Source: an optimization exercise on an open RTL-to-GDS flow (aim: small area and a short achievable clock period). Production flows keep margins and buffers that such runs may drop.
RTL that was checked went through simulation tests only; none was proved equivalent to the original.
The flow treats the clock pin as an ideal source, which a real chip does not have.
No activity file was given, so power comes from the tool's default toggle rates.

==> module sync_fifo, before the edit <==
module sync_fifo (
    input wire clk,
    input wire rst_n,
    input wire wr_en,
    input wire [31:0] data_in,
    output wire full,
    input wire rd_en,
    output wire [31:0] data_out,
    output wire empty
);
  reg [31:0] chain[0:14];  
  reg [31:0] head;         
  reg [15:0] pos;          
  reg ne_r;                
  reg ne_o;                
  reg full_o;              
  assign empty = ~ne_o;
  assign full = full_o;
  assign data_out = head;
  wire do_w = wr_en & ~pos[15];
  wire m_up = do_w & ne_r & ~rd_en;
  wire m_down = rd_en & ~pos[0] & ~do_w;
  wire [15:0] pos_next = m_up ? {pos[14:0], 1'b0} : m_down ? {1'b0, pos[15:1]} : pos;
  wire ne_next = ne_r ? ~(pos[0] & rd_en & ~wr_en) : wr_en;
  always_ff @(posedge clk or negedge rst_n) begin
    if (!rst_n) begin
      pos <= 16'd1;
      ne_r <= 1'b0;
      ne_o <= 1'b0;
      full_o <= 1'b0;
    end else begin
      pos <= pos_next;
      ne_r <= ne_next;
      ne_o <= ne_o ? ~(pos[0] & rd_en & ~wr_en) : wr_en;
      full_o <= full_o ? ~rd_en : (pos[14] & wr_en & ~rd_en);
    end
  end
  integer i;
  always_ff @(posedge clk) begin
    if (do_w) begin
      chain[0] <= data_in;
      for (i = 1; i < 15; i = i + 1) chain[i] <= chain[i-1];
    end
  end
  reg [31:0] next_head;
  always @* begin
    next_head = data_in & {32{pos[0]}};
    for (i = 0; i < 15; i = i + 1)
      next_head = next_head | (chain[i] & {32{pos[i+1]}});
  end
  always_ff @(posedge clk) begin
    if (~ne_r | rd_en) head <= next_head;
  end
endmodule
export LEC_CHECK = 0
export CAP_MARGIN = 20
export CORE_MARGIN = 2
export CORE_UTILIZATION = 65
export CTS_CLUSTER_DIAMETER = 80
export CTS_CLUSTER_SIZE = 30
export PLACE_DENSITY = 0.75
export SETUP_SLACK_MARGIN = 2.3
export SLEW_MARGIN = 20
create_clock -name core_clock -period 4.2 [get_ports {clk}]
standard.sh (not shown) runs the stock make flow with config.mk's settings and CLKGATE_MAP_FILE= SYNTH_SCRIPT=/design/flow/synth_recipe.tcl, a recipe that flattens the netlist after the stock synthesis.
==> flow/flow/run.sh <==
#!/bin/bash
# Standard layout, with one change after clock tree synthesis: the root
# buffer of the clock tree is removed and the clock port drives the next
# level of clock buffers directly (flow/post_cts.tcl); and the port buffers
# are buf_2 cells, which the resizer can size, rather than delay cells.
set -e
cd "$(dirname "$0")/.."
cp standard.sh standard.sh.log.txt 2>/dev/null || true
export POST_CTS_TCL="$PWD/flow/post_cts.tcl"
export BUFFER_PORTS_ARGS="-buffer_cell sky130_fd_sc_hd__buf_2"
bash standard.sh > standard.log 2>&1
==> flow/flow/post_cts.tcl <==
set block [ord::get_db_block]
set root [$block findInst clkbuf_0_clk]
if {$root != "NULL"} {
  set in_net [[$root findITerm A] getNet]
  set out_net [[$root findITerm X] getNet]
  set sinks {}
  foreach it [$out_net getITerms] {
    if {[$it getInst] != $root} { lappend sinks $it }
  }
  if {[llength $sinks] <= 4} {
    foreach it $sinks { $it disconnect; $it connect $in_net }
    odb::dbInst_destroy $root
    odb::dbNet_destroy $out_net
    puts "post_cts: removed clkbuf_0_clk, clock port drives [llength $sinks] buffers"
    estimate_parasitics -placement
    repair_timing_helper
    detailed_placement
  }
}
Then changed:
==> flow/design.v (replaced) <==
module sync_fifo (
    input wire clk,
    input wire rst_n,
    input wire wr_en,
    input wire [31:0] data_in,
    output wire full,
    input wire rd_en,
    output wire [31:0] data_out,
    output wire empty
);
  reg [31:0] chain[0:14];  
  reg [31:0] head;         
  reg [15:0] pos;          
  reg [15:0] pos_b;        
  reg ne_r;                
  reg ne_o;                
  reg full_o;              
  assign empty = ~ne_o;
  assign full = full_o;
  assign data_out = head;
  wire do_w = wr_en & ~pos[15];
  wire m_up = do_w & ne_r & ~rd_en;
  wire m_down = rd_en & ~pos[0] & ~do_w;
  wire [15:0] pos_next = m_up ? {pos[14:0], 1'b0} : m_down ? {1'b0, pos[15:1]} : pos;
  wire ne_next = ne_r ? ~(pos[0] & rd_en & ~wr_en) : wr_en;
  always_ff @(posedge clk or negedge rst_n) begin
    if (!rst_n) begin
      pos <= 16'd1;
      pos_b <= 16'd1;
      ne_r <= 1'b0;
      ne_o <= 1'b0;
      full_o <= 1'b0;
    end else begin
      pos <= pos_next;
      ne_r <= ne_next;
      ne_o <= ne_o ? ~(pos[0] & rd_en & ~wr_en) : wr_en;
      full_o <= full_o ? ~rd_en : (pos[14] & wr_en & ~rd_en);
      if (m_up) pos_b <= {pos_b[14:0], 1'b0};
      else if (m_down) pos_b <= {1'b0, pos_b[15:1]};
    end
  end
  integer i;
  always_ff @(posedge clk) begin
    if (do_w) begin
      chain[0] <= data_in;
      for (i = 1; i < 15; i = i + 1) chain[i] <= chain[i-1];
    end
  end
  reg [31:0] next_head;
  always @* begin
    next_head[15:0] = data_in[15:0] & {16{pos[0]}};
    next_head[31:16] = data_in[31:16] & {16{pos_b[0]}};
    for (i = 0; i < 15; i = i + 1) begin
      next_head[15:0] = next_head[15:0] | (chain[i][15:0] & {16{pos[i+1]}});
      next_head[31:16] = next_head[31:16] | (chain[i][31:16] & {16{pos_b[i+1]}});
    end
  end
  wire take = ~ne_r | rd_en;
  wire keep = ne_o & ~rd_en;
  always_ff @(posedge clk) begin
    head <= (next_head & {32{take}}) | (head & {32{keep}});
  end
endmodule
Effect: Setup slack loses 23 ps. Total power came out higher by a few percent. Sequential power came out higher slightly. Non-clock buffer count came out lower by 4. Core utilization came out higher by 0.18 points. Design area came out higher by a few percent. Count of clock-buffer cells in the layout came out higher by 8. Routed wire length came out higher by a few percent.
No functional check of the RTL was part of the second run of this note.

========
Another version of the RTL of sync_fifo (not shown whole).
For scale: about 990 cells after synthesis, about 530 flip-flops, about 70 I/O pins, roughly 19000 um^2 of cells after synthesis.
==> module sync_fifo, before the edit <==
module sync_fifo (
    input wire clk,
    input wire rst_n,
    input wire wr_en,
    input wire [31:0] data_in,
    output wire full,
    input wire rd_en,
    output wire [31:0] data_out,
    output wire empty
);
  reg [31:0] chain[0:14];  
  reg [31:0] head;         
  reg [15:0] pos;          
  reg ne_r;                
  reg ne_o;                
  reg full_o;              
  assign empty = ~ne_o;
  assign full = full_o;
  assign data_out = head;
  wire do_w = wr_en & ~pos[15];
  wire m_up = do_w & ne_r & ~rd_en;
  wire m_down = rd_en & ~pos[0] & ~do_w;
  wire [15:0] pos_next = m_up ? {pos[14:0], 1'b0} : m_down ? {1'b0, pos[15:1]} : pos;
  wire ne_next = ne_r ? ~(pos[0] & rd_en & ~wr_en) : wr_en;
  always_ff @(posedge clk or negedge rst_n) begin
    if (!rst_n) begin
      pos <= 16'd1;
      ne_r <= 1'b0;
      ne_o <= 1'b0;
      full_o <= 1'b0;
    end else begin
      pos <= pos_next;
      ne_r <= ne_next;
      ne_o <= ne_o ? ~(pos[0] & rd_en & ~wr_en) : wr_en;
      full_o <= full_o ? ~rd_en : (pos[14] & wr_en & ~rd_en);
    end
  end
  integer i;
  always_ff @(posedge clk) begin
    if (do_w) begin
      chain[0] <= data_in;
      for (i = 1; i < 15; i = i + 1) chain[i] <= chain[i-1];
    end
  end
  reg [31:0] next_head;
  always @* begin
    next_head = data_in & {32{pos[0]}};
    for (i = 0; i < 15; i = i + 1)
      next_head = next_head | (chain[i] & {32{pos[i+1]}});
  end
  wire take = ~ne_r | rd_en;
  wire keep = ne_o & ~rd_en;
  always_ff @(posedge clk) begin
    head <= (next_head & {32{take}}) | (head & {32{keep}});
  end
endmodule
==> flow/config.mk <==
export PLATFORM = sky130hd
export DESIGN_NAME = sync_fifo
export DESIGN_NICKNAME = sync_fifo
export VERILOG_FILES = /design/flow/design.v
export SDC_FILE = /design/flow/constraint.sdc
export NUM_CORES = 4
export LEC_CHECK = 0
export CAP_MARGIN = 20
export CORE_MARGIN = 2
export CORE_UTILIZATION = 65
export CTS_CLUSTER_DIAMETER = 80
export CTS_CLUSTER_SIZE = 30
export PLACE_DENSITY = 0.75
export SETUP_SLACK_MARGIN = 2.3
export SLEW_MARGIN = 20
==> flow/constraint.sdc <==
create_clock -name core_clock -period 4.2 [get_ports {clk}]
set_input_delay 0.8400 -clock core_clock [delete_from_list [all_inputs] [get_ports {clk}]]
set_output_delay 0.8400 -clock core_clock [all_outputs]
set_load 0.01 [all_outputs]
Scripts as last shown in full above: flow/flow/run.sh, flow/flow/post_cts.tcl
Next try:
--- a/flow/design.v
+++ b/flow/design.v
@@ -34,14 +34,18 @@
       ne_o <= ne_o ? ~(pos[0] & rd_en & ~wr_en) : wr_en;
       full_o <= full_o ? ~rd_en : (pos[14] & wr_en & ~rd_en);
     end
   end
+  reg [14:0] ge;           
   integer i;
+  always @* begin
+    ge[14] = pos[15] | pos[14];
+    for (i = 13; i >= 0; i = i - 1) ge[i] = ge[i+1] | pos[i];
+  end
   always_ff @(posedge clk) begin
-    if (do_w) begin
-      chain[0] <= data_in;
-      for (i = 1; i < 15; i = i + 1) chain[i] <= chain[i-1];
-    end
+    if (do_w) chain[0] <= data_in;
+    for (i = 1; i < 15; i = i + 1)
+      if (do_w & ge[i]) chain[i] <= chain[i-1];
   end
   reg [31:0] next_head;
   always @* begin
     next_head = data_in & {32{pos[0]}};
Outcome: The new run produced a clean layout. Die area hardly moves. Critical path depth is unchanged. Worst hold slack degrades by 29 ps. Power rose by 19%. Clock power stays flat.
Function was not checked in any run of this note: the RTL went through the layout flow alone.

========
sync_fifo, a different RTL version from the one above (not shown whole).
Size in the first run: roughly 1000 cells after synthesis, ~550 flip-flops, ~70 I/O pins.
==> module sync_fifo, before the edit <==
module sync_fifo (
    input wire clk,
    input wire rst_n,
    input wire wr_en,
    input wire [31:0] data_in,
    output wire full,
    input wire rd_en,
    output wire [31:0] data_out,
    output wire empty
);
  reg [31:0] chain[0:14];  
  reg [31:0] head;         
  reg [15:0] pos;          
  reg [15:0] pos_b;        
  reg ne_r;                
  reg ne_o;                
  reg full_o;              
  assign empty = ~ne_o;
  assign full = full_o;
  assign data_out = head;
  wire do_w = wr_en & ~pos[15];
  wire m_up = do_w & ne_r & ~rd_en;
  wire m_down = rd_en & ~pos[0] & ~do_w;
  wire [15:0] pos_next = m_up ? {pos[14:0], 1'b0} : m_down ? {1'b0, pos[15:1]} : pos;
  wire ne_next = ne_r ? ~(pos[0] & rd_en & ~wr_en) : wr_en;
  always_ff @(posedge clk or negedge rst_n) begin
    if (!rst_n) begin
      pos <= 16'd1;
      pos_b <= 16'd1;
      ne_r <= 1'b0;
      ne_o <= 1'b0;
      full_o <= 1'b0;
    end else begin
      pos <= pos_next;
      ne_r <= ne_next;
      ne_o <= ne_o ? ~(pos[0] & rd_en & ~wr_en) : wr_en;
      if (m_up) pos_b <= {pos_b[14:0], 1'b0};
      else if (m_down) pos_b <= {1'b0, pos_b[15:1]};
      full_o <= full_o ? ~rd_en : (pos[14] & wr_en & ~rd_en);
    end
  end
  integer i;
  always_ff @(posedge clk) begin
    if (do_w) begin
      chain[0] <= data_in;
      for (i = 1; i < 15; i = i + 1) chain[i] <= chain[i-1];
    end
  end
  reg [31:0] next_head;
  always @* begin
    next_head = data_in & {32{pos_b[0]}};
    for (i = 0; i < 15; i = i + 1)
      next_head = next_head | (chain[i] & {32{pos_b[i+1]}});
  end
  always_ff @(posedge clk) begin
    if (~ne_r | rd_en) head <= next_head;
  end
endmodule
Settings: LEC_CHECK=0, CAP_MARGIN=20, CORE_MARGIN=2, CORE_UTILIZATION=65, CTS_CLUSTER_DIAMETER=80, CTS_CLUSTER_SIZE=30, SETUP_SLACK_MARGIN=2.3, SLEW_MARGIN=20; clock period 4.2 ns.
Scripts as last shown in full above: flow/flow/run.sh, flow/flow/post_cts.tcl
The starting point completed without violations.
==> next run, changes <==
==> flow/design.v (replaced) <==
module sync_fifo (
    input wire clk,
    input wire rst_n,
    input wire wr_en,
    input wire [31:0] data_in,
    output wire full,
    input wire rd_en,
    output wire [31:0] data_out,
    output wire empty
);
  reg [31:0] chain[0:14];  
  reg [31:0] head;         
  reg [15:0] pos;          
  reg ne_r;                
  reg ne_o;                
  reg full_o;              
  assign empty = ~ne_o;
  assign full = full_o;
  assign data_out = head;
  wire do_w = wr_en & ~pos[15];
  wire m_up = do_w & ne_r & ~rd_en;
  wire m_down = rd_en & ~pos[0] & ~do_w;
  wire [15:0] pos_next = m_up ? {pos[14:0], 1'b0} : m_down ? {1'b0, pos[15:1]} : pos;
  wire ne_next = ne_r ? ~(pos[0] & rd_en & ~wr_en) : wr_en;
  always_ff @(posedge clk or negedge rst_n) begin
    if (!rst_n) begin
      pos <= 16'd1;
      ne_r <= 1'b0;
      ne_o <= 1'b0;
      full_o <= 1'b0;
    end else begin
      pos <= pos_next;
      ne_r <= ne_next;
      ne_o <= ne_o ? ~(pos[0] & rd_en & ~wr_en) : wr_en;
      full_o <= full_o ? ~rd_en : (pos[14] & wr_en & ~rd_en);
    end
  end
  integer i;
  always_ff @(posedge clk) begin
    if (do_w) begin
      chain[0] <= data_in;
      for (i = 1; i < 15; i = i + 1) chain[i] <= chain[i-1];
    end
  end
  reg [31:0] next_head;
  always @* begin
    next_head = data_in & {32{pos[0]}};
    for (i = 0; i < 15; i = i + 1)
      next_head = next_head | (chain[i] & {32{pos[i+1]}});
  end
  always_ff @(posedge clk) begin
    if (~ne_r | rd_en) head <= next_head;
  end
endmodule
Outcome: Fmax drops by a few percent; worst hold slack loses 0.12 ns; combinational power goes down by well over a third; utilization goes down by 0.60 points; register-to-register slack loses 0.02 ns; die area went down by a few percent; final area drops by a few percent; worst setup slack gets worse by 0.058 ns; flip-flop and latch count went down by 16; sequential share of layout area rises by 1.4 points.
For the first run of this note, only the layout was checked, not whether the RTL still works.

static timing again, ports no longer ideal:
In the flow no input, the clock included, has a driving cell. The finished layouts below were timed again as built, in two steps. Step 1: set_driving_cell puts a clkbuf_16 on clk and a buf_2 on each other input, an assumption about the parent block. Step 2 adds t to the input delays and takes it off the output delays; t is the mean of the earliest and latest rising clock arrival at the registers after step 1. Input paths then give back, and output paths get back, about the clock's delay inside the block. Slacks: ideal ports / drivers / drivers and shift; pairs: ideal ports / drivers.
run	t (ns)	setup slack, ns	cell pins on the clock port's net
the first run of note 1	0.471	2.332 / 2.265 / 1.958	2
the second run of note 1	0.479	2.309 / 2.244 / 1.896	2
the first run of note 2	0.474	2.321 / 2.308 / 1.953	2
the second run of note 2	0.481	2.265 / 2.265 / 1.853	2
the first run of note 3	0.494	2.303 / 2.234 / 1.978	2
the second run of note 3	0.483	2.245 / 2.235 / 1.794	2
After both steps every run listed still meets setup and hold. The setup slack of the second run of note 3, which loses most, moves by -0.010 ns with the drivers and by -0.451 ns with both steps.
